Source: an optimization exercise on an open RTL-to-GDS flow (aim: small area and a short achievable clock period). Production flows keep margins and buffers that such runs may drop.
In this exercise RTL edits were held to simulation tests only and were not proved equivalent to the original.

## flow/design.v (module list and top-level ports; edited modules follow where they fit)
// module fa: 9 lines
// module fir_direct_nom: 6106 lines
module fir_direct_nom (
    input              clk,
    input              rst,
    input  signed [4:0] in,
    output signed [4:0] out,
    input  [249:0]     tap_coeffs
);
  // ...
==> flow/flow/run.sh <==
#!/bin/bash
# Standard ORFS layout; only the port buffers are plain buf cells instead of
# the default delay buffers.
set -e
export BUFFER_PORTS_ARGS="-buffer_cell sky130_fd_sc_hd__buf_2"
bash standard.sh > standard.log 2>&1
==> flow/standard.sh <==
#!/bin/bash
# synth_recipe.tcl (not shown) runs the flow's synth.tcl, then flattens the netlist and writes it again
# the make line also repeats each setting of config.mk as NAME=value (left out here)
make -C /OpenROAD-flow-scripts/flow DESIGN_CONFIG=/design/flow/config.mk WORK_HOME=/design/flow/orfs CLKGATE_MAP_FILE= SYNTH_SCRIPT=/design/flow/synth_recipe.tcl "${@:-finish}"
==> flow/config.mk <==
export PLATFORM = sky130hd
export DESIGN_NAME = fir_direct_nom
export DESIGN_NICKNAME = fir_direct_nom
export VERILOG_FILES = /design/flow/design.v
export SDC_FILE = /design/flow/constraint.sdc
export NUM_CORES = 4
export LEC_CHECK = 0
export CAP_MARGIN = 20
export CORE_MARGIN = 2
export CORE_UTILIZATION = 40
export SLEW_MARGIN = 20
export SYNTH_HIERARCHICAL = 1
export SYNTH_MINIMUM_KEEP_SIZE = 0
==> flow/constraint.sdc <==
create_clock -name core_clock -period 12.0 [get_ports {clk}]
set_input_delay 2.4000 -clock core_clock [delete_from_list [all_inputs] [get_ports {clk}]]
set_output_delay 2.4000 -clock core_clock [all_outputs]
set_load 0.01 [all_outputs]
==> results.py, run 1 <==
metrics = {
    "status": {
        "status": "complete, no violations",
    },
    "synth": {
        "synth-async-reset-ratio_pct": 63.0,
        "ys_types": 39,
    },
    "floorplan": {
        "die_x_um": 309,
        "core_sq_um": 91800,
        "die-height_um": 309,
    },
    "final_layout": {
        "num-nets-final": 4632,
        "nClkBuffers": 69,
        "seq_cells": 392,
        "nonClockBufferCount": 264,
    },
    "grt": {
        "grt_max_degree": 68,
        "antenna_found_initial": 3,
        "grt_use_met1_pct": 38.7,
    },
    "setup_path": {
        "slowest_stage": "nor4_1",
        "crit_path_frequent_cell": "fa_1",
        "timing.rr.end": "sum_q[9]",
        "max_stage_delay_ps": 640,
        "crit_path_end_kind": "flip-flop",
        "crit_chain": "buf_2 > nand2_1 > fa_1 > fa_1 > nor4_1 > fa_1 > fa_1 > fa_1",
    },
    "timing": {
        "postLayoutSetupSlackWorst_ps": 6580,
        "slew_headroom_pct": 40.7,
        "setup_viol": 0,
        "holdWs_ps": 353,
    },
    "min_path": {
        "hp-start": "v1",
    },
    "placement": {
        "dp_hpwl_um": 114000,
        "gp_congestion": 1.00,
    },
    "clock_tree": {
        "holdBufCountCts": 0,
    },
}
==> inputs of run 2 (changes only) <==
==> flow/run.sh (new file) <==
#!/bin/bash
# synth_recipe.tcl (not shown) runs the flow's synth.tcl, then flattens the netlist and writes it again
# the make line also repeats each setting of config.mk as NAME=value (left out here)
make -C /OpenROAD-flow-scripts/flow DESIGN_CONFIG=/design/flow/config.mk WORK_HOME=/design/flow/orfs CLKGATE_MAP_FILE= SYNTH_SCRIPT=/design/flow/synth_recipe.tcl finish
removed: flow/flow/run.sh
removed: flow/standard.sh
==> run 2 against run 1 <==
  * Highest routed layer unchanged
  * Die area did not move
  * Global-route usage barely moved
  * Register-to-register slack got worse by 70 ps
==> results.py, run 2 <==
metrics = {
    "setup_path": {
        "cp.required_ps": 12490,
        "max_stage_delay_ps": 730,
        "crit_chain": "clkdlybuf4s50_1 > nor4_1 > nand4_1 > fa_1 > fa_1 > fa_1 > fa_1 > fa_1",
        "cp.arrival_ps": 6370,
        "start_kind": "input port",
        "timing.rr.end": "sum_q[9]",
        "r2r_setup_slack_ps": 6820,
        "crit_type": "input port to flip-flop",
        "r2r_cells": 15,
        "worst-path-max-fanout": 7,
        "crit_path_end_kind": "flip-flop",
        "reg2reg_from": "ra[53]",
        "crit_path_frequent_cell": "fa_1",
        "slowest_stage": "fa_1",
        "crit_start": "in[2]",
    },
    "floorplan": {
        "die-area_sq_um": 95400,
        "fp-row-count": 111,
        "die_x_um": 309,
        "die-height_um": 309,
        "io_pins": 262,
        "core_sq_um": 91800,
        "initial_core_util_pct": 40.5,
    },
    "drt": {
        "num_vias": 25300,
        "first_iter_violations": 2776,
        "route.detailed.drc": 0,
        "drt-pass1-iter-count": 7,
        "ant_nets": 0,
        "wl_per_cell_um": 28.6,
        "viasPerCell": 5.54,
        "wirelength_um": 131000,
    },
    "timing": {
        "slew_headroom_pct": 41.8,
        "hold_viol": 0,
        "setup_viol": 0,
        "rsz0062_at_grt": "false",
        "fmax_mhz": 170,
        "post-route-min-period_ps": 5880,
        "final-max-slew-violation-count": 0,
        "worst_pin_slew_ps": 874,
        "finalCritPeriodShare_pct": 49.0,
        "finalSetupTns_ps": 0,
        "clock_skew_ps": 29.9,
    },
    "min_path": {
        "hp-start": "v1",
        "min_to": "v2",
        "min_delay_path_depth": 0,
        "min_path_type": "flip-flop to flip-flop",
    },
    "synth": {
        "syn_nets": 4319,
        "synthTopCellsByCount": "1160 x nand2_1, 1080 x fa_1, 247 x dfrtp_1, 151 x nor4_1, 145 x dfxtp_1",
        "ys_types": 39,
        "avgSynthCellArea_sq_um": 12.5,
        "syn-cell-area_sq_um": 37200,
        "synth_top_family_by_area": "adder cells",
        "yosysMostFrequentCell": "nand2_1",
        "synth_compound_area_share_pct": 0.512,
        "synthTopCellsByArea": "fa_1 58%, dfrtp_1 17%, nand2_1 12%",
        "synth_edf_count": 0,
        "yosys.area.top_type": "fa_1",
        "synth_mux_area_share_pct": 0.0269,
        "synth.top_cell.area_share_pct": 58.2,
        "synth-xor-area-share_pct": 0.212,
        "ys.flop_type": "dfrtp_1",
        "yosysWarnings": 7,
        "synthAdderAreaFrac_pct": 58.7,
        "synth_seq_cells": 392,
        "ys_seq_area_share_pct": 24.4,
        "synth-async-reset-ratio_pct": 63.0,
        "synth-simple-area-share_pct": 15.5,
        "synthCells": 2968,
    },
    "final_layout": {
        "area_growth_pct": 15.9,
        "largest_register_ffs": 245,
        "final_cell_mix": "1160 x nand2_1, 1080 x fa_1, 261 x clkdlybuf4s50_1, 247 x dfrtp_1, 151 x nor4_1",
        "final_util_pct": 46.9,
        "layoutNonFillerInstCount": 4567,
        "final_area_sq_um": 43100,
        "final_common_cell": "nand2_1",
        "num-nets-final": 4634,
        "regMostFlops": "sr",
        "top_regs": "sr: 245 flops, ra: 134 flops, sum_q: 11 flops",
        "layout-drive-gt1-share_pct": 2.77,
    },
    "grt": {
        "grt_pass1_vias": 28000,
        "grt_overflow_total": 0,
        "grt_max_degree": 69,
        "antenna_found_initial": 1,
        "grt_pass1_wl_um": 193000,
        "grt_usage_pct": 28.8,
    },
    "placement": {
        "placed_cells": 4474,
        "numPortBuffers": 261,
        "gp_congestion": 1.01,
        "dpl_cell_area_sq_um": 41300,
        "dp_hpwl_um": 115000,
    },
    "clock_tree": {
        "clock_path_buffers": 3,
        "clk_pin_slew_ps": 60,
        "postCtsSetupRepairBufs": 0,
        "numClockSinks": 392,
        "cts_tree": "built",
        "numCtsBuffers": 50,
        "insertion_delay_ps": 630,
        "holdBufCountCts": 0,
        "cts_resized": 0,
        "cts_root_buf": "clkbuf_16",
        "htree_levels": 2,
    },
    "status": {
        "status": "complete, no violations",
    },
    "run": {
        "max_cap_viol_count": 0,
    },
}
[run 2: worst max-delay path by stage]
stage	to	slack, ps	depth (start not counted)
floorplan	sr[0]	2810	1
global placement	ra[109]	5500	8
detailed placement	ra[109]	5490	8
CTS	ra[109]	6140	8
global route	ra[109]	6010	8
finish	ra[109]	6120	8
[run 2: cell families (layout without fill, tap and decap cells)]
| logic type | count (synthesis) | count (layout) |
|---|---|---|
| compound gates | 24 | 24 |
| xor+xnor | 9 | 9 |
| fa+ha+maj | 1094 | 1094 |
| buf+inv | 66 | 421 |
| flops | 392 | 392 |
| mux | 1 | 1 |
| other cells | 1 | 2 |
| simple gates | 1381 | 1381 |
[run 2: layer usage]
layer	GRT usage [%]	part of all wire, %	vias up
li1	-	-	10000
met1	39.3	39	13700
met2	46.2	48	1315
met3	5.02	8.7	227
met4	11.0	4.5	0
met5	0	0	-
[run 2: area by class of cell]
cell class              count  area (sq um)
repair buffers            264          2640
flip-flops and latches    392          9080
multi-input cells        2510         27800
fillers                  8335         48700
inverters                  65           251
well taps                1243          1560
clock inverters            15           165
diodes                      1          2.50
clock buffers              77          1560
[run 2: Yosys stat by module, one instance, submodules excluded]
module / cells / times used / flip-flops and latches / area [sq um]
fa: 1 / 1080 / 0 / 20.0
fir_direct_nom: 1888 / 1 / 392 / 15500
[run 2: per-stage QoR]
stage	setup slack (ps)	hold slack (ps)
detailed placement	5490	337
global route	6010	367
floorplan	2810	331
CTS	6140	350
global placement	5500	333
finish	6120	348
[run 2: critical path: cells and delay by family]
family	cells	cell delay, ps
buffers and inverters	1	570
adder cells (fa/ha/maj)	5	2860
AND/OR/NAND/NOR	2	540

[separate check: timing with driven ports]
In the flow no input, the clock included, has a driving cell. The finished layouts below were timed again as built, in two steps.
Step 1 assumes that a clkbuf_16 drives the clock port and a buf_2 every other input.
Step 2 also shifts input and output timing later by t, the mid clock arrival at the registers, as if the neighbouring blocks saw the same clock.
Three values: ideal, step 1, step 2; two values: the first two.
run	t (ns)	slack for setup (ns)	worst setup path after step 2	pins driven straight from the clock port
run 1	0.681	6.575 / 6.627 / 5.946	input to register	1
run 2	0.693	6.117 / 6.171 / 5.478	input to register	1
After both steps setup and hold are still met in every run listed. The setup slack of run 2, which loses most, moves by +0.054 ns with the drivers and by -0.639 ns with both steps.
